This design comes from an exercise in tuning for small area, a short achievable clock period and few clock cycles on the open sky130 flow, not from production work. Only simulation tests tie the RTL to the original design; equivalence was not proved. No activity file was given, so power comes from the tool's default toggle rates.

--- design/flow/design.v ---
module profile_gen#(parameter SPEED_BITS=50) (
    input clk,
    input rst,
    input acc_step,
    output reg busy,
    output reg done,
    output [SPEED_BITS-1:0] speed_0,
    output [SPEED_BITS-1:0] speed_1,
    output [SPEED_BITS-1:0] speed_2,
    output [SPEED_BITS-1:0] speed_3,
    output [SPEED_BITS-1:0] speed_4,
    output [SPEED_BITS-1:0] speed_5,
    output [SPEED_BITS-1:0] speed_6,
    output [SPEED_BITS-1:0] speed_7,
    input [7:0] param_addr,
    input [31:0] param_in,
    input param_write_hi,
    input param_write_lo,
    input [7:0] abort,
    output reg [7:0] pending_aborts,
    output reg [7:0] done_aborts
);
    reg [7:0] en;        
    reg [7:0] tv;        
    reg [7:0] aip;
    reg [7:0] aci;
    reg [7:0] z;         
    reg ph2;
    wire [7:0] start_ab = en & pending_aborts & ~aip;
    wire any_start = |start_ab;
    wire go_abort = acc_step & any_start;
    wire go_step = (acc_step & ~any_start) | ph2;
    wire [7:0] hit, fin;
    wire [SPEED_BITS-1:0] spd [0:7];
    assign speed_0 = spd[0];
    assign speed_1 = spd[1];
    assign speed_2 = spd[2];
    assign speed_3 = spd[3];
    assign speed_4 = spd[4];
    assign speed_5 = spd[5];
    assign speed_6 = spd[6];
    assign speed_7 = spd[7];
    wire [2:0] wch = param_addr[7:5];
    wire [4:0] wword = param_addr[4:0];
    genvar c;
    generate
        for (c = 0; c < 8; c = c + 1) begin : ch
            reg signed [63:0] V, A, J, JJ, T, AB;
            reg [SPEED_BITS-1:0] speed;
            assign spd[c] = speed;
            wire sel = (wch == c);
            wire wlo = param_write_lo & sel;
            wire whi = param_write_hi & sel;
            wire [63:0] nv, nA, nJ, abA;
            wire [SPEED_BITS-1:0] nspeed;
            wire ab_neg;
            chan_dp u_dp (.V(V), .A(A), .J(J), .JJ(JJ), .T(T), .AB(AB), .aci(aci[c]), .z(z[c]),
                          .tv(tv[c]), .aip(aip[c]), .hit(hit[c]), .fin(fin[c]), .nv(nv),
                          .nA(nA), .nJ(nJ), .nspeed(nspeed), .abA(abA), .ab_neg(ab_neg));
            wire stp = go_step & en[c];
            wire sab = go_abort & start_ab[c];
            wire mat = z[c] & ~stp & ~sab;
            always @(posedge clk) begin
                if (wlo && wword == 5'd3) V[31:0] <= param_in;
                else if (whi && wword == 5'd3) V[63:32] <= param_in;
                else if (stp) V <= nv;
                if (wlo && wword == 5'd4) A[31:0] <= param_in;
                else if (sab) A[31:0] <= abA[31:0];
                else if (stp) A[31:0] <= nA[31:0];
                else if (mat) A[31:0] <= 0;
                if (whi && wword == 5'd4) A[63:32] <= param_in;
                else if (sab) A[63:32] <= abA[63:32];
                else if (stp) A[63:32] <= nA[63:32];
                else if (mat) A[63:32] <= 0;
                if ((wlo || whi) && wword == 5'd4) aci[c] <= 1'b0;
                else if (sab) aci[c] <= ab_neg;
                else if (stp) aci[c] <= 1'b0;
                if (wlo && wword == 5'd5) J[31:0] <= param_in;
                else if (sab || mat) J[31:0] <= 0;
                else if (stp) J[31:0] <= nJ[31:0];
                if (whi && wword == 5'd5) J[63:32] <= param_in;
                else if (sab || mat) J[63:32] <= 0;
                else if (stp) J[63:32] <= nJ[63:32];
                if (wlo && wword == 5'd6) JJ[31:0] <= param_in;
                else if (sab || mat) JJ[31:0] <= 0;
                if (whi && wword == 5'd6) JJ[63:32] <= param_in;
                else if (sab || mat) JJ[63:32] <= 0;
                if (sab || mat) z[c] <= 1'b0;
                else if (stp) z[c] <= hit[c];
                if (wlo && wword == 5'd7) T[31:0] <= param_in;
                else if (whi && wword == 5'd7) T[63:32] <= param_in;
                else if (sab) T <= 0;
                if (wlo && wword == 5'd8) AB[31:0] <= param_in;
                else if (whi && wword == 5'd8) AB[63:32] <= param_in;
                if (wlo && wword == 5'd0) begin
                    en[c] <= param_in[0];
                    tv[c] <= param_in[1];
                end else if (sab)
                    tv[c] <= 1'b1;
                if (rst)
                    speed <= 0;
                else if (stp)
                    speed <= nspeed;
            end
        end
    endgenerate
    wire [7:0] dab = go_step ? ((~en & pending_aborts) | (en & fin)) : 8'd0;
    always @(posedge clk) begin
        if (rst) begin
            busy <= 0;
            done <= 0;
            ph2 <= 0;
            done_aborts <= 0;
            pending_aborts <= 0;
            aip <= 0;
        end else begin
            busy <= go_abort;
            ph2 <= go_abort;
            done <= go_step;
            done_aborts <= dab;
            pending_aborts <= (pending_aborts | abort) & ~dab;
            aip <= (aip | (go_abort ? start_ab : 8'd0)) & ~dab;
        end
    end
endmodule
module chan_dp (
    input [63:0] V,
    input [63:0] A,
    input [63:0] J,
    input [63:0] JJ,
    input [63:0] T,
    input [63:0] AB,
    input aci,
    input z,
    input tv,
    input aip,
    output hit,
    output fin,
    output [63:0] nv,
    output [63:0] nA,
    output [63:0] nJ,
    output [49:0] nspeed,
    output [63:0] abA,
    output ab_neg
);
    wire [63:0] g0 = A & V;
    wire [63:0] p0 = A ^ V;
    wire [64:0] c_sum;
    pg_carry #(64) u_sum (.g(g0), .p(p0), .ci(aci), .c(c_sum));
    wire [63:0] sum = p0 ^ c_sum[63:0];
    wire c_av = c_sum[64];
    wire [63:0] cs_s = ~(p0 ^ T);
    wire [63:0] cs_c = g0 | (p0 & ~T);
    wire [63:0] cs_y = {cs_c[62:0], aci};
    wire gf, pf;
    pg_group #(64) u_full (.g(cs_s & cs_y), .p(cs_s ^ cs_y), .G(gf), .P(pf));
    wire gv, pv;
    pg_group #(64) u_vt (.g(V & ~T), .p(~(V ^ T)), .G(gv), .P(pv));
    wire sd_vt = V[63] ^ T[63];
    wire lt_vt = sd_vt ? V[63] : ~(gv | pv);    
    wire eq_vt = pv;
    wire le1 = lt_vt | eq_vt;       
    wire le4 = ~lt_vt;              
    wire h0_00 = hit_case(1'b0, 1'b0, 1'b0);
    wire h0_01 = hit_case(1'b0, 1'b0, 1'b1);
    wire h0_11 = hit_case(1'b0, 1'b1, 1'b1);
    wire h1_00 = hit_case(1'b1, 1'b0, 1'b0);
    wire h1_01 = hit_case(1'b1, 1'b0, 1'b1);
    wire h1_11 = hit_case(1'b1, 1'b1, 1'b1);
    wire h0 = gf ? h0_11 : (pf ? h0_01 : h0_00);
    wire h1 = gf ? h1_11 : (pf ? h1_01 : h1_00);
    assign hit = z | (c_sum[63] ? h1 : h0);
    function hit_case(input x, input gfv, input gpv);
        reg s63, cav, c_st1, c_st0, sd, lt_st, gt_st;
        begin
            s63 = p0[63] ^ x;
            cav = g0[63] | (p0[63] & x);
            c_st1 = cs_c[63] ^ gpv ^ cav;
            c_st0 = cs_c[63] ^ gfv ^ cav;
            sd = s63 ^ T[63];
            lt_st = sd ? s63 : ~c_st1;      
            gt_st = sd ? T[63] : c_st0;     
            hit_case = tv & ((le1 & ~lt_st) | (~gt_st & le4));
        end
    endfunction
    assign fin = hit & aip & eq_vt;
    assign nv = hit ? T : sum;
    wire [50:0] spT;
    wire co_t;
    pg_add #(51) u_spt (.a(T[50:0]), .b(V[50:0]), .ci(1'b0), .s(spT), .co(co_t));
    wire [49:0] spS;
    wire co_s;
    pg_add #(50) u_sps (.a(A[50:1]), .b(V[49:0]), .ci(A[0] & aci), .s(spS), .co(co_s));
    assign nspeed = hit ? spT[50:1] : spS;
    wire [63:0] aj, jjj;
    wire co_aj, co_jj;
    pg_add #(64) u_aj (.a(A), .b(J), .ci(aci), .s(aj), .co(co_aj));
    pg_add #(64) u_jj (.a(J), .b(JJ), .ci(1'b0), .s(jjj), .co(co_jj));
    assign nJ = jjj;
    assign nA = aj;
    wire ab_z = ~|AB;
    wire [63:0] abX = ab_z ? V : AB;
    assign ab_neg = ab_z | (~V[63] & (|V));
    assign abA = abX ^ {64{ab_neg}};
endmodule
module pg_carry #(parameter N = 64, parameter L = 6) (
    input [N-1:0] g,
    input [N-1:0] p,
    input ci,
    output [N:0] c
);
    wire [(L+1)*N-1:0] gg;
    wire [(L+1)*N-1:0] pp;
    assign gg[N-1:1] = g[N-1:1];
    assign gg[0] = g[0] | (p[0] & ci);
    assign pp[N-1:0] = p;
    genvar k, i;
    generate
        for (k = 0; k < L; k = k + 1) begin : lv
            for (i = 0; i < N; i = i + 1) begin : bt
                if ((i >> k) & 1) begin : m
                    localparam integer J = ((i >> k) << k) - 1;
                    assign gg[(k+1)*N+i] = gg[k*N+i] | (pp[k*N+i] & gg[k*N+J]);
                    assign pp[(k+1)*N+i] = pp[k*N+i] & pp[k*N+J];
                end else begin : t
                    assign gg[(k+1)*N+i] = gg[k*N+i];
                    assign pp[(k+1)*N+i] = pp[k*N+i];
                end
            end
        end
    endgenerate
    assign c = {gg[L*N+N-1:L*N], ci};
endmodule
module pg_group #(parameter N = 64) (
    input [N-1:0] g,
    input [N-1:0] p,
    output G,
    output P
);
    generate
        if (N == 1) begin : leaf
            assign G = g[0];
            assign P = p[0];
        end else begin : node
            wire gh, ph, gl, pl;
            pg_group #(N/2) hi (.g(g[N-1:N/2]), .p(p[N-1:N/2]), .G(gh), .P(ph));
            pg_group #(N/2) lo (.g(g[N/2-1:0]), .p(p[N/2-1:0]), .G(gl), .P(pl));
            assign G = gh | (ph & gl);
            assign P = ph & pl;
        end
    endgenerate
endmodule
module pg_add #(parameter N = 64, parameter L = 6) (
    input [N-1:0] a,
    input [N-1:0] b,
    input ci,
    output [N-1:0] s,
    output co
);
    wire [(L+1)*N-1:0] g;
    wire [(L+1)*N-1:0] p;
    wire [N-1:0] p0 = a ^ b;
    assign g[N-1:1] = a[N-1:1] & b[N-1:1];
    assign g[0] = (a[0] & b[0]) | (p0[0] & ci);
    assign p[N-1:0] = p0;
    genvar k, i;
    generate
        for (k = 0; k < L; k = k + 1) begin : lv
            for (i = 0; i < N; i = i + 1) begin : bt
                if ((i >> k) & 1) begin : m
                    localparam integer J = ((i >> k) << k) - 1;
                    assign g[(k+1)*N+i] = g[k*N+i] | (p[k*N+i] & g[k*N+J]);
                    assign p[(k+1)*N+i] = p[k*N+i] & p[k*N+J];
                end else begin : t
                    assign g[(k+1)*N+i] = g[k*N+i];
                    assign p[(k+1)*N+i] = p[k*N+i];
                end
            end
        end
    endgenerate
    assign s = p0 ^ {g[L*N+N-2:L*N], ci};
    assign co = g[L*N+N-1];
endmodule
--- design/flow/flow/run.sh ---
#!/bin/bash
# Standard ORFS layout (the standard.sh, synthesis unchanged), with
# timing repair aimed below the 12 ns clock so that the achieved period,
# not only the 12 ns constraint, is optimised, and plain buffers (not
# delay cells) on the ports. Logs: flow.log here, and each ORFS step's
# own log under orfs/logs/.
set -euo pipefail
export SETUP_SLACK_MARGIN=7
export BUFFER_PORTS_ARGS="-buffer_cell sky130_fd_sc_hd__buf_2"
bash standard.sh > flow.log 2>&1
--- design/flow/standard.sh ---
#!/bin/bash
# synth_recipe.tcl (not shown) runs the flow's synth.tcl, then flattens the netlist and writes it again
# the make line also repeats each setting of config.mk as NAME=value (left out here)
make -C /OpenROAD-flow-scripts/flow DESIGN_CONFIG=/design/flow/config.mk WORK_HOME=/design/flow/orfs CLKGATE_MAP_FILE= SYNTH_SCRIPT=/design/flow/synth_recipe.tcl "${@:-finish}"
--- design/flow/config.mk ---
export PLATFORM = sky130hd
export DESIGN_NAME = profile_gen
export DESIGN_NICKNAME = profile_gen
export VERILOG_FILES = /design/flow/design.v
export SDC_FILE = /design/flow/constraint.sdc
export NUM_CORES = 8
export LEC_CHECK = 0
export CAP_MARGIN = 20
export CORE_MARGIN = 2
export CORE_UTILIZATION = 60
export CTS_BUF_LIST = sky130_fd_sc_hd__clkbuf_16
export CTS_CLUSTER_DIAMETER = 90
export CTS_CLUSTER_SIZE = 24
export GPL_ROUTABILITY_DRIVEN = 1
export PLACE_DENSITY = 0.7
export SLEW_MARGIN = 20
export TNS_END_PERCENT = 20
--- design/flow/constraint.sdc ---
create_clock -name core_clock -period 12.0 [get_ports {clk}]
set_input_delay 2.4000 -clock core_clock [delete_from_list [all_inputs] [get_ports {clk}]]
set_output_delay 2.4000 -clock core_clock [all_outputs]
set_load 0.01 [all_outputs]
==> key figures, run 1 <==
Global route
  • Antenna violations before repair: 61
  • Largest net degree at the start of global routing: 101
  • All-Layer GR Usage: 40.5%
  • Global-route wire length before repair: 1460000 um
  • Vias in the first global route: 223000
  • GR Overflow Total: 0

Clock network
  • Root Buffer: clkbuf_16
  • Clk buf depth: 4
  • Clk slew on worst S/H paths: 0.09 ns
  • Worst skew pair latency: 1.04 ns
  • TritonCTS clock tree: built
  • Hold_buf cts: 0
  • Clock sink count: 3530
  • CTS HTree Levels: 4
  • CTS buffer count: 206

Outcome
  • Outcome: complete, no violations

Logic synthesis
  • EDFF count, synth: 3088
  • Count of different cell masters after synthesis: 104
  • Synthesized area per cell: 9.64 sq um
  • Post-Synthesis Cells: 29300
  • Yosys reg bits: 3530
  • Synthesized net count: 33500
  • Yosys warning count: 2
  • Ys async rst share: 0%
  • Synth Cell Area: 283000 sq um
  • Sequential area share after synthesis: 35.9%
  • Synth Flop Type: edfxtp_1

Timing
  • Clk_skew: 0.0561 ns
  • Fmax achieved: 188 MHz
  • Slew at the pin with the worst max-slew slack: 1.27 ns
  • Final setup margin: 6.69 ns
  • Unrepaired setup endpoints after global routing: yes
  • Final Hold Vio Count: 0
  • Worst slew margin: 14.5%
  • Final setup vio count: 0
  • Pins over their slew limit: 0
  • Setup tns final: 0 ns
  • Fin crit period: 5.31 ns
  • Period utilization: 44.2%

Detailed routing
  • DRC: 0
  • Routed WL: 1010000 um
  • Number of DRC markers in iteration 0: 33800
  • DR WL/cell: 27.9 um
  • Final ANT Viol Nets: 0
  • Vias: 239000
  • Via/cell ratio: 6.57
  • Drt first pass iters: 7

Power and ir drop
  • Total power: 0.0389 W
  • Pwr Density: 126 nW/um^2
  • Pleak: 134 nW
  • Worst vdd ir: 121 uV

Placement
  • Pre-CTS setup slack: 5.23 ns
  • Post-Place Cells: 35100
  • Port Buffers: 470
  • Gp weighted congestion: 0.993
  • Detail Placement HPWL: 698000 um

Setup path
  • CP most frequent cell: nand2_1
  • Top delay family on crit path: simple AND/OR/NAND/NOR gates
  • Kind of critical path: flip-flop to flip-flop
  • Endpoint class of the critical path: flip-flop
  • Origin of the worst setup path: pending_aborts[6]
  • Crit-path slowest cell: nand2_1
  • Maximum net fanout on the critical path: 18
  • RR Startpoint: pending_aborts[6]
  • Largest stage delay, worst path: 0.78 ns
  • CP cell instances: nand2_1 -> nor2_1 -> or4_1 -> nor4_2 -> a21o_4 -> buf_6 -> and2_2 -> nor3_1 -> nand2_1 -> buf_4
  • Type of origin of the critical path: flip-flop
  • Critical Path AT: 6.03 ns
  • CP required: 12.73 ns
  • WP buf/inv: 2

Final layout
  • Syn-to-layout area delta: 9.51%
  • Non-filler cells in the finished layout: 36300
  • Util after Layout: 65.9%
  • Commonest non-fill, non-tap cells in the layout: 3276 x ha_1, 3088 x edfxtp_1, 2959 x nor2_1, 2611 x a21oi_1, 1808 x inv_1
  • Fillers: 38000
  • Share of cells above drive strength 1: 9.21%
  • Most common cell after layout, fill and taps aside: ha_1
  • Fin nets: 34000

Floorplan
  • Die footprint: 477000 sq um
  • I/O pins: 471
  • Starting density of the core: 60.2%
  • Die X-Extent: 691 um
  • Site Rows: 252
  • Chip height: 691 um
  • Core box area: 470000 sq um

Hold path
  • Worst Hold Class: flip-flop to flip-flop
  • Worst hold start: ch[6].speed[31]

Run
  • Max_cap viols: 0
[worst reg2reg max path, cell delays in order (launching register included)]
cell and delay (ns):
dfxtp_1 0.56, nand2_1 0.11, nor2_1 0.71, or4_1 0.49, nor4_2 0.12, a21o_4 0.43, buf_6 0.30, and2_2 0.29
nor3_1 0.72, nand2_1 0.78, buf_4 0.50
[flip-flops by register name (all words and copies together), names as in the netlist]
name            flops
ch.V              512
tv                  8
z                   8
aip                 8
pending_aborts      8
done_aborts         8
ch.AB             512
ch.A              512
ch.speed          400
ph2                 1
done                1
aci                 8
ch.JJ             512
en                  8
ch.T              512
ch.J              512
[area by class of cell]
cell class / count / area, sq um / area share (%)
clock buffers: 217 / 5430 / 1.75
clock inverters: 154 / 1450 / 0.469
multi-input cells: 22700 / 173000 / 56.0
well taps: 6223 / 7790 / 2.51
repair buffers: 1647 / 13100 / 4.24
diodes: 55 / 138 / 0.0444
flip-flops and latches: 3530 / 102000 / 32.8
inverters: 1802 / 6770 / 2.19
[cells in the mapped netlist (all sizes together) (76+ instances only)]
cell	n	share of area [%]
a31oi	134	0.30
mux2i	170	0.60
fa	776	5.5
and2	1090	2.4
o21ai	1327	2.4
nor2	3090	4.1
edfxtp	3088	33
a21o	1154	3.1
ha	3288	15
a21oi	2675	4.7
clkbuf	1091	1.4
buf	217	0.37
a22o	450	1.4
a221oi	333	1.0
nor2b	343	0.76
o31ai	178	0.47
nand3	319	0.56
and4	77	0.24
dfxtp	442	3.1
inv	1802	2.4
o211ai	124	0.33
or2	83	0.18
and3	111	0.25
xnor2	1667	5.2
xor2	725	2.2
or3	124	0.27
nor3	376	0.67
o21bai	225	0.60
nand2b	173	0.38
a211oi	279	0.74
o21a	223	0.59
nand4	421	0.93
o221ai	76	0.24
nand2	1611	2.1
nor4	330	0.73
[kinds of logic (layout without fill, tap and decap cells)]
kind of cell / after synthesis / in the layout / synth area share (%)
and+or+nand+nor: 8272 / 8278 / 14.0
AOI/OAI and AO/OA: 7793 / 7804 / 17.8
adders and majority gates: 4064 / 4064 / 20.0
buffers and inverters: 3110 / 3820 / 4.21
DFF: 3530 / 3530 / 35.9
xor gates and xnor gates: 2392 / 2392 / 7.41
muxes: 182 / 182 / 0.649
other: 0 / 55 / 0
[path summary, 6_finish.rpt]
check,cells after the start,slack [ns],to
setup / recovery,10,6.69,ch[1].A[39]
setup reg to reg,10,6.69,ch[1].A[39]
hold reg to reg,2,0.44,ch[6].speed[31]
hold / removal,2,0.44,ch[6].speed[31]
[what timing repair did]
item,CTS,global route
cloned,39,25
setup buffers,209,494
endpoints found under the setup margin,1300,1273
pin swaps,58,137
resized for setup,296,344
[stage by stage]
| stage | cell area [sq um] | hold WS [ns] |
|---|---|---|
| 2_1_floorplan | 283000 | 0.449 |
| 3_3_place_gp | 292000 | 0.427 |
| 3_5_place_dp | 293000 | 0.426 |
| 4_1_cts | 304000 | 0.440 |
| 5_1_grt | 310000 | 0.466 |
| 6_report | 310000 | 0.438 |
[metal layers]
layer / GRT usage (%) / wire, um / part of all wire, % / vias to the layer above
met5: 0 / 318 / 0.031 / -
met4: 18.5 / 57200 / 5.6 / 18
met3: 9.73 / 133000 / 13 / 2443
met2: 59.6 / 425000 / 42 / 14600
met1: 56.6 / 399000 / 39 / 115000
li1: - / - / - / 107000
[report_power, final]
part,internal [W],switching [W],leakage (nW),total (W)
clock network,0.00356,0.00495,3.49,0.00852
logic,0.00621,0.00855,98.5,0.0148
registers,0.0145,0.00119,31.9,0.0157
Testbench counts, summed over its fixed seeds: cycles 1,991.
==> run 2: changes to the inputs <==
--- a/design/flow/config.mk
+++ b/design/flow/config.mk
@@ -13,5 +13,4 @@
 export CTS_CLUSTER_SIZE = 24
-export GPL_ROUTABILITY_DRIVEN = 1
+export GPL_ROUTABILITY_DRIVEN = 0
 export PLACE_DENSITY = 0.7
 export SLEW_MARGIN = 20
-export TNS_END_PERCENT = 20
==> key figures, run 2 <==
Floorplan
  • Core box area: 470000 sq um
  • I/O pins: 471
  • Starting density of the core: 60.2%
  • Chip height: 691 um
  • Die X-Extent: 691 um
  • Die footprint: 477000 sq um
  • Site Rows: 252

Logic synthesis
  • Yosys reg bits: 3530
  • Count of different cell masters after synthesis: 104
  • Synth top area cells: edfxtp_1 33%, ha_1 15%, fa_1 5.5%, xnor2_1 5.2%, a21oi_1 4.7%
  • EDFF count, synth: 3088
  • Sequential area share after synthesis: 35.9%
  • Ys async rst share: 0%
  • Yosys warning count: 2
  • Post-Synthesis Cells: 29300
  • Synthesized area per cell: 9.64 sq um
  • Synth Flop Type: edfxtp_1
  • Post-synth top cells: 3288 x ha_1, 3090 x nor2_1, 3088 x edfxtp_1
  • Synthesized net count: 33500
  • Top cell type's share of synthesized area: 32.8%
  • Count leader, synth: ha_1
  • Synth area leader: edfxtp_1
  • Synth Cell Area: 283000 sq um

Setup path
  • R2R depth: 20
  • Kind of critical path: flip-flop to flip-flop
  • Critical Path AT: 6.09 ns
  • Endpoint class of the critical path: flip-flop
  • Top delay family on crit path: compound AO/OA/AOI/OAI gates
  • CP most frequent cell: buf_12
  • R2R Setup Slk: 6.84 ns
  • Type of origin of the critical path: flip-flop
  • Crit. path cell count: 20
  • CP cell instances: inv_1 -> fa_1 -> inv_1 -> ha_1 -> nand2_1 -> nor2_1 -> nand4_1 -> a21oi_1 -> nor3_2 -> o311ai_2 -> xor2_1 -> mux2_2 -> a211o_4 -> o211a_4 -> buf_12 -> buf_12 -> buf_12 -> nor2_4 -> nand3_1 -> a21oi_4
  • WP buf/inv: 5
  • Largest stage delay, worst path: 0.59 ns
  • CP required: 12.94 ns
  • Crit-path slowest cell: edfxtp_1
  • Maximum net fanout on the critical path: 8

Power and ir drop
  • Worst vdd ir: 152 uV
  • Pwr Density: 126 nW/um^2
  • Pleak: 134 nW

Final layout
  • FF/Latch Area: 102000 sq um
  • Most common cell after layout, fill and taps aside: ha_1
  • Util after Layout: 66.4%
  • Share of cells above drive strength 1: 10.2%
  • Fillers: 37400
  • Multi-input gate area: 175000 sq um
  • Fin nets: 34100
  • Commonest non-fill, non-tap cells in the layout: 3280 x ha_1, 3088 x edfxtp_1, 2886 x nor2_1, 2507 x a21oi_1, 1800 x inv_1
  • Syn-to-layout area delta: 10.4%

Global route
  • Global-route wire length before repair: 1450000 um
  • All-Layer GR Usage: 40.0%
  • Antenna violations before repair: 68
  • GR Overflow Total: 0
  • Largest net degree at the start of global routing: 99
  • Vias in the first global route: 225000

Clock network
  • CTS buffer count: 202
  • TritonCTS clock tree: built
  • Clock sink count: 3530
  • CTS HTree Levels: 4
  • Worst skew pair latency: 1.04 ns
  • Clk slew on worst S/H paths: 0.10 ns
  • Clk buf depth: 4
  • Root Buffer: clkbuf_16

Timing
  • Unrepaired setup endpoints after global routing: yes
  • Pins over their slew limit: 0
  • Setup tns final: 0 ns
  • Final Hold Vio Count: 0
  • Fin crit period: 5.16 ns
  • Clk_skew: 0.0588 ns
  • Fmax achieved: 194 MHz
  • Final setup vio count: 0
  • Period utilization: 43.0%
  • Worst slew margin: 4.31%
  • Slew at the pin with the worst max-slew slack: 1.44 ns

Detailed routing
  • DRC: 0
  • DR WL/cell: 27.7 um
  • Final ANT Viol Nets: 0
  • Via/cell ratio: 6.63
  • Vias: 241000
  • Drt first pass iters: 6
  • Number of DRC markers in iteration 0: 35000
  • Routed WL: 1010000 um

Placement
  • Port Buffers: 470
  • Detail Placement HPWL: 686000 um

Outcome
  • Outcome: complete, no violations

Hold path
  • Worst Hold Class: flip-flop to flip-flop
  • Worst Hold Depth: 2

Run
  • Max_cap viols: 0
-- run 2: layout make-up --
type | instances | area share, %
repair buffers | 1676 | 4.56
inverters | 1802 | 2.17
diodes | 58 | 0.0465
multi-input cells | 22700 | 56.1
well taps | 6223 | 2.49
flip-flops and latches | 3530 | 32.5
clock inverters | 148 | 0.456
clock buffers | 207 | 1.66
-- run 2: stage by stage --
step / total power [W] / hold slack [ns] / area, sq um / std cells / setup slack (ns)
floorplan: 0.0252 / 0.449 / 283000 / 29300 / 6.93
global placement: 0.0287 / 0.427 / 292000 / 35100 / 4.70
detailed placement: 0.0291 / 0.431 / 293000 / 35100 / 4.63
CTS: 0.0378 / 0.442 / 304000 / 35800 / 6.98
global route: 0.0410 / 0.452 / 312000 / 36300 / 6.78
finish: 0.0392 / 0.439 / 312000 / 36400 / 6.84
-- run 2: what timing repair did --
action	4_1_cts	5_1_grt
setup buffers	284	420
gates cloned	43	62
resized for setup	409	799
setup endpoints to repair	1699	1075
pin swaps	102	255
hold buffers	0	0
-- run 2: worst min-delay path, delay by kind of cell, from the launching register on --
| family | cells | cell delay (ns) |
|---|---|---|
| AND/OR/NAND/NOR | 2 | 0.09 |
| flip-flops | 1 | 0.31 |
-- run 2: worst paths after layout --
check	start	endpoint
max	ch[2].V[11]	done_aborts[2]
min	ch[6].speed[31]	ch[6].speed[31]
max reg2reg	ch[2].V[11]	done_aborts[2]
min reg2reg	ch[6].speed[31]	ch[6].speed[31]
-- run 2: cells by family (layout without fill, tap and decap cells) --
logic type / count (synthesis) / count (layout) / share of synthesized area, %
flops: 3530 / 3530 / 35.9
fa+ha+maj: 4064 / 4064 / 20.0
buf+inv: 3110 / 3833 / 4.21
compound gates: 7793 / 7812 / 17.8
other cells: 0 / 58 / 0
mux: 182 / 182 / 0.649
simple gates: 8272 / 8278 / 14.0
xor+xnor: 2392 / 2392 / 7.41
-- run 2: where the power goes --
part	switching, W	internal [W]
clock	0.00483	0.00347
sequential	0.00119	0.0145
combinational	0.00879	0.00646
-- run 2: metal layers --
layer,part of all wire [%],routed length [um],vias up,track usage (%)
met3,14,142000,2846,10.7
met5,0.031,309,-,0.0400
met1,38,382000,116000,54.5
met2,42,424000,15600,58.9
li1,-,-,107000,-
met4,5.9,59900,20,19.5
==> run 3: changes to the inputs <==
--- a/design/flow/config.mk
+++ b/design/flow/config.mk
@@ -13,3 +13,3 @@
 export CTS_CLUSTER_SIZE = 24
-export GPL_ROUTABILITY_DRIVEN = 0
+export GPL_ROUTABILITY_DRIVEN = 1
 export PLACE_DENSITY = 0.7
==> key figures, run 3 <==
Timing
  • Period utilization: 42.3%
  • Worst hold slack: 0.437 ns
  • Fin crit period: 5.08 ns
  • Unrepaired setup endpoints after global routing: yes
  • Worst slew margin: 13.1%
  • Final Hold Vio Count: 0
  • Final setup margin: 6.92 ns
  • Slew at the pin with the worst max-slew slack: 1.29 ns
  • Setup tns final: 0 ns
  • Final setup vio count: 0
  • Fmax achieved: 197 MHz
  • Clk_skew: 0.0595 ns
  • Pins over their slew limit: 0

Global route
  • Vias in the first global route: 224000
  • Global-route wire length before repair: 1470000 um
  • GR Overflow Total: 0
  • All-Layer GR Usage: 40.9%
  • Largest net degree at the start of global routing: 82
  • Antenna violations before repair: 65

Clock network
  • Clock sink count: 3530
  • CTS HTree Levels: 4
  • TritonCTS clock tree: built
  • Worst skew pair latency: 1.06 ns
  • Root Buffer: clkbuf_16
  • Clk buf depth: 4
  • CTS buffer count: 207
  • Hold_buf cts: 0
  • Clk slew on worst S/H paths: 0.10 ns

Setup path
  • R2R depth: 18
  • R2R Setup Slk: 6.92 ns
  • CP required: 12.76 ns
  • Origin of the worst setup path: ch[6].A[29]
  • Endpoint class of the critical path: flip-flop
  • Critical Path AT: 5.83 ns
  • Type of origin of the critical path: flip-flop
  • RR Startpoint: ch[6].A[29]
  • RR Endpoint: ch[6].V[35]
  • Kind of critical path: flip-flop to flip-flop
  • Maximum net fanout on the critical path: 6

Detailed routing
  • Number of DRC markers in iteration 0: 32200
  • Final ANT Viol Nets: 0
  • DRC: 0
  • Drt first pass iters: 7
  • Vias: 241000
  • Via/cell ratio: 6.60
  • Routed WL: 1030000 um
  • DR WL/cell: 28.1 um

Logic synthesis
  • Synth Area in Simple Gates: 14.0%
  • Synth Flop Type: edfxtp_1
  • Compound-gate portion of the synthesized area: 17.8%
  • Post-synth top cells: 3288 x ha_1, 3090 x nor2_1, 3088 x edfxtp_1
  • Post-Synthesis Cells: 29300
  • Top cell type's share of synthesized area: 32.8%
  • Count of different cell masters after synthesis: 104
  • Synth top area cells: edfxtp_1 33%, ha_1 15%, fa_1 5.5%, xnor2_1 5.2%, a21oi_1 4.7%
  • Post-synthesis mux area share: 0.649%
  • Synth area leader: edfxtp_1
  • Count leader, synth: ha_1
  • Yosys reg bits: 3530
  • Yosys warning count: 2
  • Sequential area share after synthesis: 35.9%
  • Synthesized net count: 33500
  • Synthesized area per cell: 9.64 sq um
  • Ys async rst share: 0%
  • XOR/XNOR Fraction of Synth Area: 7.41%
  • Synth Cell Area: 283000 sq um
  • Main combinational cell family by area after synthesis: adder cells
  • EDFF count, synth: 3088
  • Adder-cell area share of the yosys netlist: 20.0%

Floorplan
  • Starting density of the core: 60.2%
  • Die footprint: 477000 sq um
  • Chip height: 691 um
  • I/O pins: 471
  • Site Rows: 252
  • Die X-Extent: 691 um
  • Core box area: 470000 sq um

Placement
  • Pre-CTS setup slack: 4.97 ns
  • Gp weighted congestion: 0.992
  • Port Buffers: 470
  • Detail Placement HPWL: 703000 um

Final layout
  • Syn-to-layout area delta: 10.3%
  • Fin nets: 34200
  • Commonest non-fill, non-tap cells in the layout: 3279 x ha_1, 3088 x edfxtp_1, 2950 x nor2_1, 2575 x a21oi_1, 1804 x inv_1
  • Most common cell after layout, fill and taps aside: ha_1
  • Share of cells above drive strength 1: 10.0%
  • Util after Layout: 66.4%
  • Fillers: 37900

Outcome
  • Outcome: complete, no violations

Run
  • Max_cap viols: 0

Hold path
  • Worst Hold Class: flip-flop to flip-flop
  • Hold EP: ch[6].speed[31]
  • Worst Hold Depth: 2
  • Worst hold start: ch[6].speed[31]

Power and ir drop
  • Pwr Density: 126 nW/um^2
  • Pleak: 135 nW
  • Worst vdd ir: 131 uV
-- run 3: layout make-up --
type | instances | area, sq um | area share (%)
Multi-Input combinational cell | 22700 | 174000 | 55.8
Sequential cell | 3530 | 102000 | 32.5
Timing Repair Buffer | 1783 | 14700 | 4.72
Tap cell | 6223 | 7790 | 2.49
Inverter | 1802 | 6770 | 2.17
Clock buffer | 214 | 5360 | 1.72
Clock inverter | 161 | 1610 | 0.515
Antenna cell | 42 | 105 | 0.0337
-- run 3: per-stage QoR --
stage / power, W / instance area, sq um / cells
after CTS: 0.0382 / 305000 / 35800
after global placement: 0.0288 / 292000 / 35100
after global routing: 0.0410 / 312000 / 36400
after floorplan: 0.0252 / 283000 / 29300
final: 0.0393 / 312000 / 36500
after detailed placement: 0.0291 / 293000 / 35200
-- run 3: kinds of logic (layout without fill, tap and decap cells) --
| logic type | Yosys count | after routing |
|---|---|---|
| AOI/OAI and AO/OA | 7793 | 7804 |
| adders and majority gates | 4064 | 4064 |
| muxes | 182 | 182 |
| other | 0 | 42 |
| DFF | 3530 | 3530 |
| xor gates and xnor gates | 2392 | 2392 |
| and+or+nand+nor | 8272 | 8277 |
| buffers and inverters | 3110 | 3960 |
-- run 3: worst max path at each step --
stage	cells after the start	slack, ns	end
after detailed placement	17	4.97	ch[1].V[16]
after CTS	19	6.93	ch[4].V[12]
final	18	6.92	ch[6].V[35]
after global placement	17	5.05	ch[1].V[16]
after global routing	18	6.89	ch[6].V[27]
after floorplan	5	6.93	ch[3].AB[32]
-- run 3: repair_timing --
action / 4_1_cts / 5_1_grt
gates resized for setup: 397 / 447
cloned: 43 / 35
pin swaps: 78 / 184
endpoints found under the setup margin: 1549 / 1207
setup buffers: 272 / 543
-- run 3: routing by layer --
layer  global-route usage [%]  up-vias  share of wire (%)
li1                         -   107000                  -
met1                     57.1   116000                 39
met2                     59.8    14800                 42
met3                     10.1     2589                 13
met4                     19.5       34                5.8
met5                        0        -              0.028
-- run 3: worst max-delay path, stage by stage, from the launching register on --
cell	delay (ns)
edfxtp_1	0.58
fa_1	0.54
ha_1	0.33
nand4_1	0.18
or4_1	0.58
o211ai_1	0.17
nand4_1	0.28
and4bb_2	0.36
o31ai_2	0.10
xnor2_1	0.11
mux2_2	0.27
o2111a_2	0.28
nor3_4	0.18
buf_6	0.22
buf_6	0.16
buf_16	0.14
nor3_1	0.05
a31oi_1	0.17
o21ai_1	0.08
-- run 3: power by group --
group	switching (W)	total (W)	leakage [nW]	internal, W
registers	0.00117	0.0157	31.9	0.0145
clock network	0.00495	0.00857	3.49	0.00362
logic	0.00869	0.0151	99.5	0.00637
==> run 4: changes to the inputs <==
--- a/design/flow/flow/run.sh
+++ b/design/flow/flow/run.sh
@@ -7,3 +7,3 @@
 set -euo pipefail
-export SETUP_SLACK_MARGIN=7
+export SETUP_SLACK_MARGIN=7.2
 export BUFFER_PORTS_ARGS="-buffer_cell sky130_fd_sc_hd__buf_2"
==> key figures, run 4 <==
Hold path
  • Worst Hold Class: flip-flop to flip-flop
  • Hold EP: ch[6].speed[31]
  • Worst hold start: ch[6].speed[31]
  • Worst Hold Depth: 2

Global route
  • Antenna violations before repair: 71
  • All-Layer GR Usage: 41.6%
  • Largest net degree at the start of global routing: 96
  • Global-route wire length before repair: 1500000 um
  • Vias in the first global route: 229000
  • GR Overflow Total: 0

Timing
  • Fmax achieved: 188 MHz
  • Final setup vio count: 0
  • Final setup margin: 6.69 ns
  • Fin crit period: 5.31 ns
  • Slew at the pin with the worst max-slew slack: 1.27 ns
  • Period utilization: 44.3%
  • Final Hold Vio Count: 0
  • Pins over their slew limit: 0
  • Setup tns final: 0 ns
  • Worst slew margin: 14.4%
  • Unrepaired setup endpoints after global routing: yes
  • Clk_skew: 0.0712 ns

Detailed routing
  • Via/cell ratio: 6.71
  • Routed WL: 1070000 um
  • Number of DRC markers in iteration 0: 35300
  • Final ANT Viol Nets: 0
  • Drt first pass iters: 6
  • DRC: 0
  • DR WL/cell: 29.0 um
  • Vias: 248000

Logic synthesis
  • Post-synthesis mux area share: 0.649%
  • Synth Flop Type: edfxtp_1
  • Count of different cell masters after synthesis: 104
  • Count leader, synth: ha_1
  • Synth top area cells: edfxtp_1 33%, ha_1 15%, fa_1 5.5%, xnor2_1 5.2%, a21oi_1 4.7%
  • Compound-gate portion of the synthesized area: 17.8%
  • Synth Area in Simple Gates: 14.0%
  • Main combinational cell family by area after synthesis: adder cells
  • Top cell type's share of synthesized area: 32.8%
  • Ys async rst share: 0%
  • Post-synth top cells: 3288 x ha_1, 3090 x nor2_1, 3088 x edfxtp_1
  • Synthesized area per cell: 9.64 sq um
  • Synth Cell Area: 283000 sq um
  • Yosys reg bits: 3530
  • XOR/XNOR Fraction of Synth Area: 7.41%
  • Post-Synthesis Cells: 29300
  • Sequential area share after synthesis: 35.9%
  • EDFF count, synth: 3088
  • Yosys warning count: 2
  • Synthesized net count: 33500
  • Synth area leader: edfxtp_1
  • Adder-cell area share of the yosys netlist: 20.0%

Clock network
  • Clock sink count: 3530
  • Clk slew on worst S/H paths: 0.09 ns
  • CTS buffer count: 208
  • CTS HTree Levels: 4
  • Root Buffer: clkbuf_16
  • Hold_buf cts: 0
  • Worst skew pair latency: 1.06 ns
  • Clk buf depth: 4
  • TritonCTS clock tree: built

Final layout
  • Syn-to-layout area delta: 14.4%
  • Share of cells above drive strength 1: 14.1%
  • Most common cell after layout, fill and taps aside: ha_1
  • Non-filler cells in the finished layout: 36900
  • Commonest non-fill, non-tap cells in the layout: 3269 x ha_1, 3088 x edfxtp_1, 2732 x nor2_1, 2273 x a21oi_1, 1790 x inv_1
  • Fin nets: 34500

Floorplan
  • I/O pins: 471
  • Chip height: 691 um
  • Die footprint: 477000 sq um
  • Site Rows: 252
  • Die X-Extent: 691 um
  • Core box area: 470000 sq um
  • Starting density of the core: 60.2%

Setup path
  • Type of origin of the critical path: flip-flop
  • Largest stage delay, worst path: 0.56 ns
  • CP required: 12.80 ns
  • Crit-path slowest cell: fa_1
  • Top delay family on crit path: simple AND/OR/NAND/NOR gates
  • Kind of critical path: flip-flop to flip-flop
  • Critical Path AT: 6.11 ns
  • Maximum net fanout on the critical path: 5
  • RR Endpoint: ch[6].V[16]
  • WP buf/inv: 7
  • R2R depth: 20
  • R2R Setup Slk: 6.69 ns
  • Endpoint class of the critical path: flip-flop
  • RR Startpoint: ch[6].A[31]
  • CP cell instances: inv_1 -> fa_1 -> inv_1 -> ha_1 -> nand4_1 -> nor4_2 -> nand4_1 -> buf_4 -> o31ai_4 -> xnor2_2 -> a211oi_2 -> a2111oi_4 -> buf_4 -> or3_4 -> buf_6 -> buf_6 -> buf_16 -> mux2i_1 -> nand2_1 -> nand2_1

Run
  • Max_cap viols: 0

Placement
  • Gp weighted congestion: 0.988
  • Pre-CTS setup slack: 4.87 ns
  • Port Buffers: 470
  • Post-Place Cells: 35100
  • Detail Placement HPWL: 696000 um

Power and ir drop
  • Pleak: 139 nW
  • Worst vdd ir: 194 uV
  • Pwr Density: 128 nW/um^2

Outcome
  • Outcome: complete, no violations
==> run 4: report_power, final <==
part           switching [W]  total [W]  internal [W]
combinational        0.00978     0.0171       0.00735
clock                0.00502    0.00862       0.00360
sequential           0.00112     0.0156        0.0145
==> run 4: cell families after synthesis <==
family,count (synthesis)
adder cells (fa/ha/maj),4064
buffers and inverters,3110
flip-flops,3530
AND/OR/NAND/NOR,8272
multiplexers,182
AO/OA/AOI/OAI,7793
XOR/XNOR,2392
==> run 4: final cells by class <==
cell class	count	area [sq um]
Multi-Input combinational cell	22700	180000
Clock inverter	150	1550
Fill cell	35900	147000
Tap cell	6223	7790
Antenna cell	64	160
Clock buffer	216	5410
Timing Repair Buffer	2142	20300
Sequential cell	3530	102000
Inverter	1802	6770
==> run 4: worst register-to-register path, stage by stage, from the launching register on <==
cell,delay [ns]
edfxtp_1,0.43
inv_1,0.11
fa_1,0.56
inv_1,0.07
ha_1,0.32
nand4_1,0.18
nor4_2,0.56
nand4_1,0.37
buf_4,0.26
o31ai_4,0.38
xnor2_2,0.12
a211oi_2,0.34
a2111oi_4,0.06
buf_4,0.16
or3_4,0.47
buf_6,0.16
buf_6,0.11
buf_16,0.14
mux2i_1,0.12
nand2_1,0.09
nand2_1,0.07
==> run 4: routing by layer <==
layer | GRT usage, % | part of all wire [%] | vias up
met3 | 11.1 | 14 | 3421
met4 | 22.7 | 6.9 | 22
met2 | 60.7 | 42 | 17000
met5 | 0 | 0.033 | -
li1 | - | - | 108000
met1 | 56.4 | 37 | 119000
==> run 4: timing repair <==
action / 4_1_cts / 5_1_grt
resized for setup: 863 / 1834
cloned: 99 / 133
setup buffers: 620 / 452
hold endpoints to repair: 0 / 0
pin swaps: 246 / 721
setup endpoints to repair: 2414 / 1934
==> run 4: how the worst max path moves through the flow <==
stage,start,to,slack [ns],cells past startpoint
floorplan,param_addr[3],ch[4].T[0],6.61,5
global placement,ch[7].V[0],ch[7].V[20],5.03,21
detailed placement,ch[7].V[0],ch[7].speed[10],4.87,20
CTS,ch[5].A[43],ch[5].speed[42],6.94,22
global route,ch[6].A[31],ch[6].V[16],6.70,20
finish,ch[6].A[31],ch[6].V[16],6.69,20
==> run 4: through the flow <==
| step | utilization (%) | cell area [sq um] | hold slack, ns | power, W |
|---|---|---|---|---|
| 2_1_floorplan | - | 283000 | 0.449 | 0.0252 |
| 3_3_place_gp | 62.2 | 292000 | 0.429 | 0.0288 |
| 3_5_place_dp | 62.2 | 293000 | 0.430 | 0.0291 |
| 4_1_cts | 66.0 | 310000 | 0.441 | 0.0389 |
| 5_1_grt | 68.8 | 323000 | 0.459 | 0.0429 |
| 6_report | 68.8 | 324000 | 0.444 | 0.0414 |
==> run 5: changes to the inputs <==
--- a/design/flow/flow/run.sh
+++ b/design/flow/flow/run.sh
@@ -7,3 +7,3 @@
 set -euo pipefail
-export SETUP_SLACK_MARGIN=7.2
+export SETUP_SLACK_MARGIN=7
 export BUFFER_PORTS_ARGS="-buffer_cell sky130_fd_sc_hd__buf_2"
--- a/design/flow/config.mk
+++ b/design/flow/config.mk
@@ -9,3 +9,3 @@
 export CORE_MARGIN = 2
-export CORE_UTILIZATION = 60
+export CORE_UTILIZATION = 65
 export CTS_BUF_LIST = sky130_fd_sc_hd__clkbuf_16
@@ -14,3 +14,3 @@
 export GPL_ROUTABILITY_DRIVEN = 1
-export PLACE_DENSITY = 0.7
+export PLACE_DENSITY = 0.75
 export SLEW_MARGIN = 20
==> key figures, run 5 <==
Timing
  • Fmax achieved: 186 MHz
  • Clk_skew: 0.0615 ns
  • Worst slew margin: 16.7%
  • Unrepaired setup endpoints after global routing: yes
  • Pins over their slew limit: 0
  • Final setup vio count: 0
  • Final Hold Vio Count: 0
  • Period utilization: 44.7%
  • Setup tns final: 0 ns
  • Fin crit period: 5.36 ns
  • Slew at the pin with the worst max-slew slack: 1.25 ns

Detailed routing
  • Number of DRC markers in iteration 0: 33600
  • DRC: 0
  • DR WL/cell: 28.1 um
  • Final ANT Viol Nets: 0
  • Vias: 242000
  • Routed WL: 1010000 um
  • Drt first pass iters: 9
  • Via/cell ratio: 6.74

Logic synthesis
  • Synth Cell Area: 283000 sq um
  • Post-synth top cells: 3288 x ha_1, 3090 x nor2_1, 3088 x edfxtp_1
  • Synthesized net count: 33500
  • Sequential area share after synthesis: 35.9%
  • Yosys reg bits: 3530
  • Top cell type's share of synthesized area: 32.8%
  • Synthesized area per cell: 9.64 sq um
  • Count leader, synth: ha_1
  • Synth area leader: edfxtp_1
  • EDFF count, synth: 3088
  • Ys async rst share: 0%
  • Synth top area cells: edfxtp_1 33%, ha_1 15%, fa_1 5.5%, xnor2_1 5.2%, a21oi_1 4.7%
  • Post-Synthesis Cells: 29300
  • Synth Flop Type: edfxtp_1
  • Yosys warning count: 2
  • Count of different cell masters after synthesis: 104

Setup path
  • Type of origin of the critical path: flip-flop
  • Maximum net fanout on the critical path: 6
  • Endpoint class of the critical path: flip-flop
  • Critical Path AT: 6.32 ns
  • CP required: 12.95 ns
  • Kind of critical path: flip-flop to flip-flop

Floorplan
  • Site Rows: 242
  • Die footprint: 440000 sq um
  • Starting density of the core: 65.2%
  • Core box area: 434000 sq um
  • Die X-Extent: 664 um
  • I/O pins: 471
  • Chip height: 664 um

Global route
  • Vias in the first global route: 226000
  • Antenna violations before repair: 64
  • Global-route wire length before repair: 1450000 um
  • GR Overflow Total: 0
  • All-Layer GR Usage: 43.6%
  • Largest net degree at the start of global routing: 95

Outcome
  • Outcome: complete, no violations

Final layout
  • Most common cell after layout, fill and taps aside: ha_1
  • Commonest non-fill, non-tap cells in the layout: 3279 x ha_1, 3088 x edfxtp_1, 2924 x nor2_1, 2542 x a21oi_1, 1806 x inv_1
  • Fillers: 32500
  • Fin nets: 34000
  • Syn-to-layout area delta: 10.0%
  • Share of cells above drive strength 1: 9.87%
  • Multi-input gate area: 175000 sq um
  • Fin area: 311000 sq um
  • FF/Latch Area: 102000 sq um

Clock network
  • Clk slew on worst S/H paths: 0.11 ns
  • Clk buf depth: 4
  • Root Buffer: clkbuf_16
  • CTS buffer count: 205
  • Clock sink count: 3530
  • CTS HTree Levels: 4
  • Worst skew pair latency: 1.06 ns
  • Hold_buf cts: 0
  • TritonCTS clock tree: built

Power and ir drop
  • Clock power frac: 21.6%
  • Worst vdd ir: 142 uV
  • Comb power frac: 38.6%
  • Pleak: 134 nW
  • Net Sw Frac: 37.7%
  • Switching pwr: 0.0148 W
  • Seq pwr share: 39.8%
  • Pwr Density: 127 nW/um^2
  • Internal power: 0.0246 W
  • Total power: 0.0394 W

Placement
  • Detail Placement HPWL: 687000 um
  • Port Buffers: 470
  • Placed inst area: 292000 sq um
  • Gp weighted congestion: 0.992

Hold path
  • Worst Hold Class: flip-flop to flip-flop

Run
  • Max_cap viols: 0
## run 5: cell counts after synthesis
Identical to the previous run, type by type.
## run 5: cell families (layout without fill, tap and decap cells)
| kind of cell | count (synthesis) | in the layout | share of synthesized area (%) |
|---|---|---|---|
| flops | 3530 | 3530 | 35.9 |
| simple gates | 8272 | 8282 | 14.0 |
| other cells | 0 | 41 | 0 |
| xor+xnor | 2392 | 2392 | 7.41 |
| fa+ha+maj | 4064 | 4064 | 20.0 |
| buf+inv | 3110 | 3827 | 4.21 |
| mux | 182 | 182 | 0.649 |
| compound gates | 7793 | 7799 | 17.8 |
## run 5: layout make-up
cell class	instances	area share, %
multi-input combinational	22700	56.1
sequential	3530	32.6
timing repair buffer	1663	4.52
tap	5734	2.31
inverter	1802	2.18
clock buffer	211	1.70
clock inverter	151	0.505
antenna	41	0.0330
## run 5: final timing paths
check / start / depth (start not counted) / endpoint / slack [ns]
worst max-delay path: ch[5].A[18] / 18 / ch[5].speed[42] / 6.64
worst min-delay path: ch[6].speed[14] / 2 / ch[6].speed[14] / 0.45
worst max register to register: ch[5].A[18] / 18 / ch[5].speed[42] / 6.64
worst min register to register: ch[6].speed[14] / 2 / ch[6].speed[14] / 0.45
## run 5: worst max-delay path, stage by stage (launching register included)
cell and delay, ns:
edfxtp_1 0.56, fa_1 0.55, ha_1 0.30, nand3_1 0.21, o22ai_1 0.17, nor2_1 0.18, o21ai_1 0.23, a221oi_2 0.38
nand3_2 0.23, or3_4 0.43, a31oi_4 0.19, a221o_1 0.21, a21oi_2 0.07, a221o_4 0.51, buf_4 0.19, buf_4 0.16
clkbuf_16 0.19, o21ai_1 0.32, a22o_1 0.18
## run 5: power by group through the flow
stage          clock network [W]  registers, W  logic [W]
2_1_floorplan                  0        0.0154    0.00978
3_3_place_gp                   0        0.0160     0.0127
3_5_place_dp                   0        0.0160     0.0131
4_1_cts                  0.00847        0.0157     0.0140
5_1_grt                  0.00883        0.0157     0.0165
6_report                 0.00852        0.0157     0.0152
## run 5: layer usage
layer | up-vias | global-route usage, % | part of all wire [%] | routed length (um)
met1 | 116000 | 59.8 | 38 | 380000
met5 | - | 0.0109 | 0.038 | 382
met2 | 16000 | 63.8 | 42 | 421000
li1 | 107000 | - | - | -
met4 | 32 | 22.5 | 6.4 | 64100
met3 | 3004 | 11.2 | 14 | 142000
## run 5: metrics by stage
step / worst slack [ns] / cells / hold slack [ns] / util [%]
after detailed placement: 4.59 / 34700 / 0.431 / 67.3
after CTS: 6.90 / 35300 / 0.442 / 70.2
after global placement: 4.63 / 34600 / 0.427 / 67.2
after global routing: 6.59 / 35800 / 0.468 / 71.7
final: 6.64 / 35900 / 0.445 / 71.7
after floorplan: 6.93 / 29300 / 0.449 / -
## run 5: what timing repair did
| action | 4_1_cts | 5_1_grt |
|---|---|---|
| pin swaps | 98 | 261 |
| cloned | 49 | 41 |
| gates resized for setup | 477 | 567 |
| endpoints found under the setup margin | 2007 | 1201 |
| setup buffers | 268 | 428 |
==> run 6: changes to the inputs <==
--- a/design/flow/design.v
+++ b/design/flow/design.v
@@ -155,9 +155,10 @@
     wire gf, pf;
-    pg_group #(64) u_full (.g(cs_s & cs_y), .p(cs_s ^ cs_y), .G(gf), .P(pf));
+    pg_group #(64) u_full (.g(cs_s & cs_y), .p(cs_s | cs_y), .G(gf), .P(pf));
     wire gv, pv;
-    pg_group #(64) u_vt (.g(V & ~T), .p(~(V ^ T)), .G(gv), .P(pv));
+    pg_group #(64) u_vt (.g(V & ~T), .p(V | ~T), .G(gv), .P(pv));
     wire sd_vt = V[63] ^ T[63];
     wire lt_vt = sd_vt ? V[63] : ~(gv | pv);    
-    wire eq_vt = pv;
-    wire le1 = lt_vt | eq_vt;       
+    wire gt_vt = sd_vt ? T[63] : gv;            
+    wire eq_vt = pv & ~gv;
+    wire le1 = ~gt_vt;              
     wire le4 = ~lt_vt;              
--- a/design/flow/config.mk
+++ b/design/flow/config.mk
@@ -9,3 +9,3 @@
 export CORE_MARGIN = 2
-export CORE_UTILIZATION = 65
+export CORE_UTILIZATION = 60
 export CTS_BUF_LIST = sky130_fd_sc_hd__clkbuf_16
@@ -14,3 +14,3 @@
 export GPL_ROUTABILITY_DRIVEN = 1
-export PLACE_DENSITY = 0.75
+export PLACE_DENSITY = 0.7
 export SLEW_MARGIN = 20
==> key figures, run 6 <==
Outcome
  • Outcome: complete, no violations

Floorplan
  • Chip height: 695 um
  • I/O pins: 471
  • Die X-Extent: 695 um
  • Starting density of the core: 60.3%
  • Die footprint: 483000 sq um
  • Site Rows: 253
  • Core box area: 475000 sq um

Clock network
  • Worst skew pair latency: 1.05 ns
  • Hold_buf cts: 0
  • CTS buffer count: 207
  • Clock sink count: 3530
  • Clk slew on worst S/H paths: 0.11 ns
  • Clk buf depth: 4
  • CTS HTree Levels: 4
  • Root Buffer: clkbuf_16
  • TritonCTS clock tree: built

Detailed routing
  • DRC: 0
  • Via/cell ratio: 6.57
  • Final ANT Viol Nets: 0
  • Vias: 246000
  • DR WL/cell: 27.7 um
  • Routed WL: 1040000 um
  • Number of DRC markers in iteration 0: 32800
  • Drt first pass iters: 8

Timing
  • Setup tns final: 0 ns
  • Fin crit period: 5.16 ns
  • Worst hold slack: 0.449 ns
  • Final Hold Vio Count: 0
  • Unrepaired setup endpoints after global routing: yes
  • Fmax achieved: 194 MHz
  • Slew at the pin with the worst max-slew slack: 1.26 ns
  • Period utilization: 43.0%
  • Clk_skew: 0.0732 ns
  • Worst slew margin: 16.1%
  • Pins over their slew limit: 0
  • Final setup vio count: 0

Logic synthesis
  • Post-synthesis mux area share: 1.08%
  • Synthesized net count: 33900
  • Adder-cell area share of the yosys netlist: 19.1%
  • EDFF count, synth: 3088
  • Yosys reg bits: 3530
  • Main combinational cell family by area after synthesis: adder cells
  • Synth area leader: edfxtp_1
  • XOR/XNOR Fraction of Synth Area: 7.05%
  • Compound-gate portion of the synthesized area: 18.4%
  • Top cell type's share of synthesized area: 32.4%
  • Sequential area share after synthesis: 35.4%
  • Synthesized area per cell: 9.55 sq um
  • Count leader, synth: edfxtp_1
  • Synth Flop Type: edfxtp_1
  • Synth Cell Area: 287000 sq um
  • Yosys warning count: 2
  • Post-Synthesis Cells: 30000
  • Count of different cell masters after synthesis: 101
  • Synth Area in Simple Gates: 14.4%
  • Ys async rst share: 0%
  • Post-synth top cells: 3088 x edfxtp_1, 3072 x ha_1, 2934 x nor2_1
  • Synth top area cells: edfxtp_1 32%, ha_1 13%, fa_1 5.4%, xnor2_1 4.9%, a21oi_1 4.3%

Setup path
  • Type of origin of the critical path: flip-flop
  • Origin of the worst setup path: ch[4].A[10]
  • Critical Path AT: 5.94 ns
  • Maximum net fanout on the critical path: 6
  • Endpoint class of the critical path: flip-flop
  • R2R depth: 19
  • Kind of critical path: flip-flop to flip-flop
  • RR Startpoint: ch[4].A[10]
  • Worst Setup EP: ch[4].V[15]
  • RR Endpoint: ch[4].V[15]
  • R2R Setup Slk: 6.84 ns
  • CP required: 12.78 ns

Placement
  • Detail Placement HPWL: 702000 um
  • Gp weighted congestion: 0.995
  • Port Buffers: 470

Final layout
  • Syn-to-layout area delta: 11.2%
  • Fin nets: 34700
  • Most common cell after layout, fill and taps aside: edfxtp_1
  • Fillers: 37800
  • Commonest non-fill, non-tap cells in the layout: 3088 x edfxtp_1, 3072 x ha_1, 2800 x nor2_1, 2386 x a21oi_1, 2056 x inv_1
  • Share of cells above drive strength 1: 10.9%

Run
  • Max_cap viols: 0

Global route
  • GR Overflow Total: 0
  • Largest net degree at the start of global routing: 85
  • Antenna violations before repair: 62
  • Vias in the first global route: 228000
  • All-Layer GR Usage: 40.6%
  • Global-route wire length before repair: 1480000 um

Hold path
  • Worst Hold Depth: 2
  • Worst hold start: ch[7].speed[45]
  • Worst Hold Class: flip-flop to flip-flop

Power and ir drop
  • Worst vdd ir: 122 uV
  • Pwr Density: 124 nW/um^2
  • Pleak: 133 nW
run 6: cell count changes in the layout (fill, tap and decap cells not counted), sizes merged, moves of 109 or more:
cell    change
a211oi    +109
a21o      -389
a21oi     -223
buf       +261
ha        -216
inv       +263
mux2i     +109
nand4     -166
nor2      -155
run 6: how the worst min path moves through the flow:
stage,end,slack [ns]
after floorplan,aip[7],0.46
after global placement,ch[7].speed[38],0.43
after detailed placement,ch[6].speed[47],0.44
after CTS,ch[2].speed[25],0.45
after global routing,ch[3].speed[48],0.47
final,ch[7].speed[45],0.45
run 6: final cells by class:
cell class / instances / area (sq um) / share of cell area (%)
multi-input cells: 23100 / 178000 / 55.8
well taps: 6375 / 7980 / 2.50
flip-flops and latches: 3530 / 102000 / 31.9
inverters: 2074 / 7800 / 2.45
repair buffers: 1943 / 16500 / 5.18
clock buffers: 213 / 5330 / 1.67
diodes: 44 / 110 / 0.0346
clock inverters: 155 / 1540 / 0.482
run 6: repair_timing:
item | 4_1_cts | 5_1_grt
resized for setup | 487 | 663
buffers inserted | 415 | 521
cloned | 45 | 72
pin swaps | 118 | 302
hold endpoints to repair | 0 | 0
endpoints found under the setup margin | 1855 | 1297
run 6: worst max-delay path: stages (launching register included):
cell,delay (ns)
edfxtp_1,0.54
inv_1,0.11
fa_1,0.56
a222oi_1,0.11
buf_4,0.16
a221o_1,0.32
maj3_1,0.41
a32oi_1,0.25
a31oi_2,0.20
o211ai_4,0.31
nand2_4,0.14
o21a_1,0.23
o21ai_2,0.18
a311oi_4,0.16
mux2_8,0.40
buf_12,0.15
buf_12,0.13
nor2_4,0.19
buf_12,0.22
o311ai_2,0.11
run 6: cell families (layout without fill, tap and decap cells):
group | after synthesis | in the layout
compound gates | 8002 | 8007
buf+inv | 3383 | 4385
flops | 3530 | 3530
mux | 306 | 312
xor+xnor | 2305 | 2305
simple gates | 8547 | 8551
other cells | 0 | 44
fa+ha+maj | 3916 | 3916
run 6: layer usage:
metal  GRT usage, %  share of wire (%)
met1           55.4                 38
met2           60.9                 43
met3           8.21                 12
met4           21.5                6.7
met5              0              0.028
run 6: per-stage QoR:
stage                     cells  util (%)  area [sq um]  power (W)  setup WS (ns)
after floorplan           30000         -        287000     0.0253           6.44
after global placement    35900      62.4        296000     0.0287           4.57
after detailed placement  35900      62.4        297000     0.0290           4.49
after CTS                 36800      65.3        310000     0.0380           6.89
after global routing      37400      67.0        319000     0.0411           6.82
final                     37400      67.1        319000     0.0394           6.84
run 6: where the power goes:
part	leakage [nW]	internal, W	switching [W]	total, W
Combinational	97.1	0.00655	0.00868	0.0152
Clock	3.47	0.00357	0.00494	0.00851
Sequential	32.5	0.0145	0.00114	0.0157
Testbench counts of run 6, summed over its fixed seeds: cycles 1,991.
==> run 7: changes to the inputs <==
--- a/design/flow/config.mk
+++ b/design/flow/config.mk
@@ -11,4 +11,4 @@
 export CTS_BUF_LIST = sky130_fd_sc_hd__clkbuf_16
-export CTS_CLUSTER_DIAMETER = 90
-export CTS_CLUSTER_SIZE = 24
+export CTS_CLUSTER_DIAMETER = 80
+export CTS_CLUSTER_SIZE = 20
 export GPL_ROUTABILITY_DRIVEN = 1
==> key figures, run 7 <==
Setup path
  • Endpoint class of the critical path: flip-flop
  • CP required: 12.79 ns
  • Critical Path AT: 5.92 ns
  • Kind of critical path: flip-flop to flip-flop
  • Maximum net fanout on the critical path: 6
  • CP most frequent cell: maj3_2
  • Type of origin of the critical path: flip-flop
  • Crit-path slowest cell: fa_2
  • Largest stage delay, worst path: 0.50 ns
  • CP cell instances: buf_4 -> fa_2 -> o22ai_2 -> o32ai_2 -> maj3_2 -> maj3_2 -> maj3_2 -> maj3_2 -> o211ai_4 -> nand2_4 -> o21a_1 -> o21ai_2 -> a311oi_4 -> buf_4 -> mux2i_4 -> buf_6 -> buf_4 -> buf_12 -> a21oi_1 -> o31a_1

Logic synthesis
  • Post-synth top cells: 3088 x edfxtp_1, 3072 x ha_1, 2934 x nor2_1
  • Post-Synthesis Cells: 30000
  • Synth top area cells: edfxtp_1 32%, ha_1 13%, fa_1 5.4%, xnor2_1 4.9%, a21oi_1 4.3%
  • Yosys warning count: 2
  • Synth Flop Type: edfxtp_1
  • Ys async rst share: 0%
  • Count leader, synth: edfxtp_1
  • Synthesized net count: 33900
  • EDFF count, synth: 3088
  • Top cell type's share of synthesized area: 32.4%
  • Count of different cell masters after synthesis: 101
  • Synth Cell Area: 287000 sq um
  • Sequential area share after synthesis: 35.4%
  • Synthesized area per cell: 9.55 sq um
  • Yosys reg bits: 3530
  • Synth area leader: edfxtp_1

Detailed routing
  • DR WL/cell: 27.8 um
  • Vias: 247000
  • Routed WL: 1040000 um
  • Final ANT Viol Nets: 0
  • Drt first pass iters: 8
  • Via/cell ratio: 6.59
  • DRC: 0
  • Number of DRC markers in iteration 0: 33100

Floorplan
  • Chip height: 695 um
  • I/O pins: 471
  • Die X-Extent: 695 um
  • Core box area: 475000 sq um
  • Starting density of the core: 60.3%
  • Site Rows: 253
  • Die footprint: 483000 sq um

Clock network
  • Clk slew on worst S/H paths: 0.08 ns
  • Root Buffer: clkbuf_16
  • Clock sink count: 3530
  • Clk buf depth: 4
  • Worst skew pair latency: 1.04 ns
  • CTS buffer count: 264
  • CTS HTree Levels: 5
  • TritonCTS clock tree: built
  • Hold_buf cts: 0

Power and ir drop
  • Worst vdd ir: 118 uV
  • Internal power: 0.0258 W
  • Switching pwr: 0.0151 W
  • Pleak: 134 nW
  • Seq pwr share: 38.3%
  • Comb power frac: 37.6%
  • Pwr Density: 127 nW/um^2
  • Net Sw Frac: 37.0%
  • Clock power frac: 24.1%

Global route
  • Largest net degree at the start of global routing: 85
  • Global-route wire length before repair: 1480000 um
  • All-Layer GR Usage: 40.7%
  • Antenna violations before repair: 57
  • Vias in the first global route: 229000
  • GR Overflow Total: 0

Hold path
  • Worst Hold Class: flip-flop to flip-flop

Final layout
  • Fillers: 37500
  • Non-filler cells in the finished layout: 37500
  • Share of cells above drive strength 1: 11.5%
  • Commonest non-fill, non-tap cells in the layout: 3088 x edfxtp_1, 3071 x ha_1, 2766 x nor2_1, 2336 x a21oi_1, 2063 x inv_1
  • Most common cell after layout, fill and taps aside: edfxtp_1
  • Syn-to-layout area delta: 12.2%
  • Fin nets: 34800

Placement
  • Detail Placement HPWL: 702000 um
  • Gp weighted congestion: 0.995
  • Post-Place Cells: 35900
  • Port Buffers: 470

Timing
  • Period utilization: 42.8%
  • Final Hold Vio Count: 0
  • Worst slew margin: 15.7%
  • Setup tns final: 0 ns
  • Worst hold slack: 0.449 ns
  • Final setup vio count: 0
  • Unrepaired setup endpoints after global routing: yes
  • Slew at the pin with the worst max-slew slack: 1.26 ns
  • Clk_skew: 0.0531 ns
  • Pins over their slew limit: 0
  • Fin crit period: 5.13 ns
  • Fmax achieved: 195 MHz

Outcome
  • Outcome: complete, no violations

Run
  • Max_cap viols: 0
## run 7: power groups by stage
stage | clock (W) | combinational [W] | sequential (W)
floorplan | 0 | 0.00984 | 0.0155
global placement | 0 | 0.0127 | 0.0161
detailed placement | 0 | 0.0129 | 0.0161
CTS | 0.00984 | 0.0139 | 0.0157
global route | 0.0102 | 0.0167 | 0.0157
finish | 0.00985 | 0.0154 | 0.0157
## run 7: worst max-delay path: cells and delay by family (launching register included)
family	cells	cell delay [ns]
buffers and inverters	5	0.83
flip-flops	1	0.41
AND/OR/NAND/NOR	1	0.12
AO/OA/AOI/OAI	8	1.53
adder cells (fa/ha/maj)	5	1.74
multiplexers	1	0.23
## run 7: metal layers
layer	vias up	GRT usage [%]	part of all wire, %
met4	18	22.3	6.5
met2	15000	60.8	43
met5	-	0	0.011
met3	2844	8.73	12
met1	119000	55.2	38
li1	110000	-	-
## run 7: repair_timing
action / CTS / global route
endpoints found under the setup margin: 1823 / 1257
pin swaps: 118 / 411
gates resized for setup: 482 / 862
setup buffers: 422 / 480
gates cloned: 44 / 92
## run 7: path summary, 6_finish.rpt
check	startpoint	to	slack, ns	depth (start not counted)
max	ch[4].A[27]	ch[4].V[38]	6.87	20
min	ch[6].speed[24]	ch[6].speed[24]	0.45	2
max reg2reg	ch[4].A[27]	ch[4].V[38]	6.87	20
min reg2reg	ch[6].speed[24]	ch[6].speed[24]	0.45	2
## run 7: cells by family (layout without fill, tap and decap cells)
logic type / Yosys count / after routing / share of synthesized area (%)
XOR/XNOR: 2305 / 2305 / 7.05
multiplexers: 306 / 312 / 1.08
AO/OA/AOI/OAI: 8002 / 8006 / 18.4
flip-flops: 3530 / 3530 / 35.4
buffers and inverters: 3383 / 4471 / 4.49
other: 0 / 48 / 0
AND/OR/NAND/NOR: 8547 / 8551 / 14.4
adder cells (fa/ha/maj): 3916 / 3916 / 19.1
## run 7: final cells by class
cell class	count	area [sq um]	area share (%)
clock buffer	280	7010	2.18
antenna	48	120	0.0374
sequential	3530	102000	31.6
inverter	2074	7800	2.43
multi-input combinational	23100	178000	55.5
clock inverter	186	1760	0.549
tap	6375	7980	2.48
timing repair buffer	1931	16800	5.24
## run 7: metrics by stage
step	util [%]	power [W]	setup slack (ns)	cell area, sq um
after floorplan	-	0.0253	6.44	287000
after global placement	62.4	0.0287	4.57	296000
after detailed placement	62.4	0.0290	4.49	297000
after CTS	65.7	0.0394	6.95	312000
after global routing	67.6	0.0426	6.79	321000
final	67.6	0.0409	6.87	321000

-- port drivers added, routing unchanged --
The results above use ideal ports. As a check the final layouts listed here were re-extracted and re-timed, cells and wires unchanged. Step 1 (the two cells are an assumption about what drives the block):
set clk [get_ports {clk}]
set_driving_cell -lib_cell sky130_fd_sc_hd__clkbuf_16 $clk
set_driving_cell -lib_cell sky130_fd_sc_hd__buf_2 [delete_from_list [all_inputs] $clk]
Step 2 moves the port delays by t, midway between the first and last clock arrival at a register: inputs arrive t later, outputs are due t later. That takes back most of the time a late clock gives input paths. Slacks: ideal / step 1 / step 2; pairs: ideal / step 1.
run	t, ns	setup slack, ns	worst setup path after step 2	worst register clock-pin slew, ns	worst data-port slew with drivers (ns)
run 1	1.147	6.693 / 6.693 / 5.671	input to register	0.11 / 0.11	0.38
run 2	1.143	6.845 / 6.845 / 5.949	input to register	0.12 / 0.12	0.35
run 3	1.159	6.922 / 6.922 / 5.996	input to register	0.12 / 0.12	0.39
run 4	1.171	6.687 / 6.687 / 6.081	input to register	0.12 / 0.12	0.37
run 5	1.158	6.637 / 6.637 / 5.872	input to register	0.11 / 0.11	0.27
run 6	1.143	6.842 / 6.842 / 5.921	input to register	0.11 / 0.11	0.18
run 7	1.159	6.867 / 6.867 / 5.912	input to register	0.10 / 0.10	0.15
After both steps setup and hold are still met in every run listed. The setup slack of run 1, which loses most, moves by 0.000 ns with the drivers and by -1.022 ns with both steps.
